Context: an optimization exercise on an open-source flow, tuned for small area, a short achievable clock period and few clock cycles. The choices shown serve that exercise and are no tape-out recipe. Function was checked by simulation only, so behaviour that the tests miss may differ from the original.

## lm32_top_medium
module lm32_top_medium (
    clk_i,
    rst_i,
    interrupt,
    I_DAT_I,
    I_ACK_I,
    I_ERR_I,
    I_RTY_I,
    D_DAT_I,
    D_ACK_I,
    D_ERR_I,
    D_RTY_I,
    I_DAT_O,
    I_ADR_O,
    I_CYC_O,
    I_SEL_O,
    I_STB_O,
    I_WE_O,
    I_CTI_O,
    I_LOCK_O,
    I_BTE_O,
    D_DAT_O,
    D_ADR_O,
    D_CYC_O,
    D_SEL_O,
    D_STB_O,
    D_WE_O,
    D_CTI_O,
    D_LOCK_O,
    D_BTE_O
    );
parameter eba_reset = 32'h00000000;
parameter sdb_address = 32'h00000000;
input clk_i;
input rst_i;
input [31:0] interrupt;
input [31:0] I_DAT_I;
input I_ACK_I;
input I_ERR_I;
input I_RTY_I;
input [31:0] D_DAT_I;
input D_ACK_I;
input D_ERR_I;
input D_RTY_I;
output [31:0] I_DAT_O;
output [31:0] I_ADR_O;
output I_CYC_O;
output [3:0] I_SEL_O;
output I_STB_O;
output I_WE_O;
output [2:0] I_CTI_O;
output I_LOCK_O;
output [1:0] I_BTE_O;
output [31:0] D_DAT_O;
output [31:0] D_ADR_O;
output D_CYC_O;
  ...
For scale: about 7900 cells after synthesis, about 1700 flip-flops, about 0.090 mm² of cells after synthesis.
Settings: LEC_CHECK=0, CAP_MARGIN=20, CELL_PAD_IN_SITES_DETAIL_PLACEMENT=1, CELL_PAD_IN_SITES_GLOBAL_PLACEMENT=2, CORE_MARGIN=2, CORE_UTILIZATION=35, SETUP_SLACK_MARGIN=5, SLEW_MARGIN=20; clock period 10.0 ns.
run.sh (not shown) runs the stock make flow with config.mk's settings and CLKGATE_MAP_FILE= SYNTH_SCRIPT=/design/flow/synth_recipe.tcl, a recipe that flattens the netlist after the stock synthesis.
The baseline finished clean.
Testbench counts at the start, summed over its fixed seeds: cycles 149,204.
Rerun with:
--- a/flow/design.v
+++ b/flow/design.v
@@ -521,16 +521,16 @@
                    | ({32{r_sext}}  & sext)
                    | ({32{r_logic}} & lg)
                    | ({32{r_cmp}}   & {31'd0, cond})
                    | ({32{r_shift}} & sh_out)
                    | ({32{r_add}}   & sum[31:0]);
 reg  [31:0] ms, mc;
-reg  [31:0] mopa_n;                  
+reg  [31:0] mopa;                  
 reg  [15:0] mb_one, mb_two, mb_neg;
 wire [31:0] mul_s, mul_c, mul_res;
-lm32_mul_csa u_mul (.a(~mopa_n), .bone(mb_one), .btwo(mb_two), .bneg(mb_neg), .s(mul_s), .c(mul_c));
+lm32_mul_csa u_mul (.a(mopa), .bone(mb_one), .btwo(mb_two), .bneg(mb_neg), .s(mul_s), .c(mul_c));
 lm32_pfx_add #(.N(32)) u_madd (.a(ms), .b(mc), .ci(1'b0), .s(mul_res), .co());
 wire        ex_wen  = ex_v & (e_exc | o_scall |
                               ~(o_bra | o_raise | e_store | o_wcsr | e_load | e_mul));
 wire        wen     = ex_wen | mul_v | ld_done;
 wire [4:0]  widx    = (e_exc | o_scall) ? 5'd30 : o_call ? 5'd29 : e_widx;
 wire [31:0] wdata   = ld_done ? ld_data : mul_v ? mul_res : ex_res;
@@ -697,28 +697,31 @@
     begin
         ibuf    <= I_DAT_I;
         ibuf_pc <= iadr;
         ibuf_sa <= 32'd1 << I_DAT_I[25:21];
         ibuf_sb <= 32'd1 << I_DAT_I[20:16];
     end
+    if (dec & (dop[4:0] == 5'b00010))
+    begin
+        mopa   <= rfa;
+        mb_one <= d_bone;
+        mb_two <= d_btwo;
+        mb_neg <= d_bneg;
+    end
     if (dec)
     begin
         ir   <= dinst;
         dadr <= d_ea;
         dwe  <= d_store;
         dsel <= d_bsel;
         ddat <= (dop[1:0] == 2'b00) ? {4{rf_rb[7:0]}}
               : (dop[1:0] == 2'b11) ? {2{rf_rb[15:0]}} : rf_rb;
     end
     pc_e <= dpc;
     opa  <= rfa;
     opb  <= d_sub ? ~d_opb : d_opb;
-    mopa_n <= ~rfa;
-    mb_one <= d_bone;
-    mb_two <= d_btwo;
-    mb_neg <= d_bneg;
     ms   <= mul_s;
     mc   <= mul_c;
 end
 always @(posedge clk_i)
 begin
     if (rst_i)
Cell area increases by 1.5%. Synthesized cell count decreases by 1.0%. Wire length drops by 1.8%. Synthesized area came out higher by 0.52%. Worst hold slack is worse by 0.026 ns.
Testbench counts after the change, summed over its fixed seeds: cycles 149,204.

== the baseline ==
lm32_top_medium, a different RTL version from the one above (not shown whole).
Size: roughly 260 I/O pins, about 89000 um^2 of cells after synthesis.
Settings: LEC_CHECK=0, CAP_MARGIN=20, CELL_PAD_IN_SITES_DETAIL_PLACEMENT=1, CELL_PAD_IN_SITES_GLOBAL_PLACEMENT=2, CORE_MARGIN=2, CORE_UTILIZATION=35, SETUP_SLACK_MARGIN=5, SLEW_MARGIN=20; clock period 10.0 ns.
Testbench counts of the baseline, summed over its fixed seeds: cycles 149,204.
For the candidate, these inputs were changed with respect to the baseline:
--- a/flow/design.v
+++ b/flow/design.v
@@ -395,18 +395,22 @@
 wire d_sext  = (dop == 6'h2c) | (dop == 6'h37);
 wire d_logic = (dop[4:0] == 5'b01000) | (dop == 6'h18) | (dop[4:0] == 5'b00001)
              | (dop[4:0] == 5'b01110) | (dop == 6'h1e) | (dop[4:0] == 5'b00110)
              | (dop[4:0] == 5'b01001);
 wire d_cmp   = (dop[4:0] == 5'b11001) | (dop[4:0] == 5'b11010) | (dop[4:0] == 5'b11011)
              | (dop[4:0] == 5'b11100) | (dop[4:0] == 5'b11101) | (dop[4:0] == 5'b11111);
 wire d_shift = (dop[4:0] == 5'b01111) | (dop[4:0] == 5'b00101) | (dop[4:0] == 5'b00000);
 wire [31:0] d_base = rf_ra;
-wire [31:0] d_ea;
-lm32_pfx_add #(.N(32)) u_ea (.a(d_base), .b({{16{dinst[15]}}, dinst[15:0]}), .ci(1'b0), .s(d_ea), .co());
+wire [15:0] ea_lo, ea_inc, ea_dec;
+wire        ea_c;
+lm32_pfx_add #(.N(16)) u_eal (.a(d_base[15:0]), .b(dinst[15:0]), .ci(1'b0), .s(ea_lo), .co(ea_c));
+lm32_pfx_add #(.N(16)) u_eai (.a(d_base[31:16]), .b(16'h0000), .ci(1'b1), .s(ea_inc), .co());
+lm32_pfx_add #(.N(16)) u_ead (.a(d_base[31:16]), .b(16'hffff), .ci(1'b0), .s(ea_dec), .co());
+wire [31:0] d_ea = {(dinst[15] == ea_c) ? d_base[31:16] : ea_c ? ea_inc : ea_dec, ea_lo};
 reg  [3:0]  d_bsel;
 always @(*)
 begin
     casez ({dop[1:0], d_ea[1:0]})
     4'b00_11: d_bsel = 4'b0001;
     4'b00_10: d_bsel = 4'b0010;
     4'b00_01: d_bsel = 4'b0100;
     4'b00_00: d_bsel = 4'b1000;
@@ -690,32 +694,35 @@
 begin
     if (ibuf_ld)
     begin
         ibuf    <= I_DAT_I;
         ibuf_pc <= iadr;
         ibuf_sa <= 32'd1 << I_DAT_I[25:21];
         ibuf_sb <= 32'd1 << I_DAT_I[20:16];
     end
+    if (dec & (dop[4:0] == 5'b00010))
+    begin
+        mopa   <= rfa;
+        mb_one <= d_bone;
+        mb_two <= d_btwo;
+        mb_neg <= d_bneg;
+    end
     if (dec)
     begin
         ir   <= dinst;
         dadr <= d_ea;
         dwe  <= d_store;
         dsel <= d_bsel;
         ddat <= (dop[1:0] == 2'b00) ? {4{rf_rb[7:0]}}
               : (dop[1:0] == 2'b11) ? {2{rf_rb[15:0]}} : rf_rb;
     end
     pc_e <= dpc;
     opa  <= rfa;
     opb  <= d_opb;
-    mopa <= rfa;
-    mb_one <= d_bone;
-    mb_two <= d_btwo;
-    mb_neg <= d_bneg;
     ms   <= mul_s;
     mc   <= mul_c;
 end
 always @(posedge clk_i)
 begin
     if (rst_i)
     begin
         ie   <= 1'b0;
==> run summary <==
Going from the baseline to the candidate, slack of the critical path grows by 0.21 ns. The candidate has final weighted congestion in routability-driven placement above what the baseline had. What the candidate reported for iteration-0 DRC count of the detailed router has to be multiplied by 0.942 to get the figure for the baseline. For the register cell area after layout, the candidate came in about 4% higher than the baseline did. Compared with the baseline, the candidate shows count of unique library cells instantiated by Yosys that has gone up by more than 10%.
Testbench counts of the candidate, summed over its fixed seeds: cycles 149,204.

-- afterwards: timing with drivers on the ports --
How much do the figures lean on ideal ports? The routed layouts below were timed once more, with nothing changed but the port constraints. Step 1 assumes that a clkbuf_16 drives the clock port and a buf_2 every other input. Step 2, shift: input delay + t, output delay - t, t = (earliest + latest rising clock arrival at the registers) / 2. This alone moves slack from input paths to output paths. a / b / c = ideal ports / drivers / drivers and shift; a / b = the first two.
run	t (ns)	slack for setup (ns)	worst setup path after step 2	worst register clock-pin slew, ns	cell pins on the clock port's net
the first run of note 1	0.960	5.017 / 4.915 / 3.955	input to register	0.07 / 0.07	1
the second run of note 1	0.983	4.935 / 4.935 / 4.074	input to register	0.07 / 0.07	1
the baseline	0.936	4.678 / 4.678 / 4.029	input to register	0.07 / 0.07	1
the candidate	0.960	4.885 / 4.941 / 3.981	input to register	0.07 / 0.07	1
After both steps setup and hold are still met in every run listed. For the first run of note 1, which loses most, drivers alone change the setup slack by -0.102 ns; drivers and shift together by -1.062 ns.
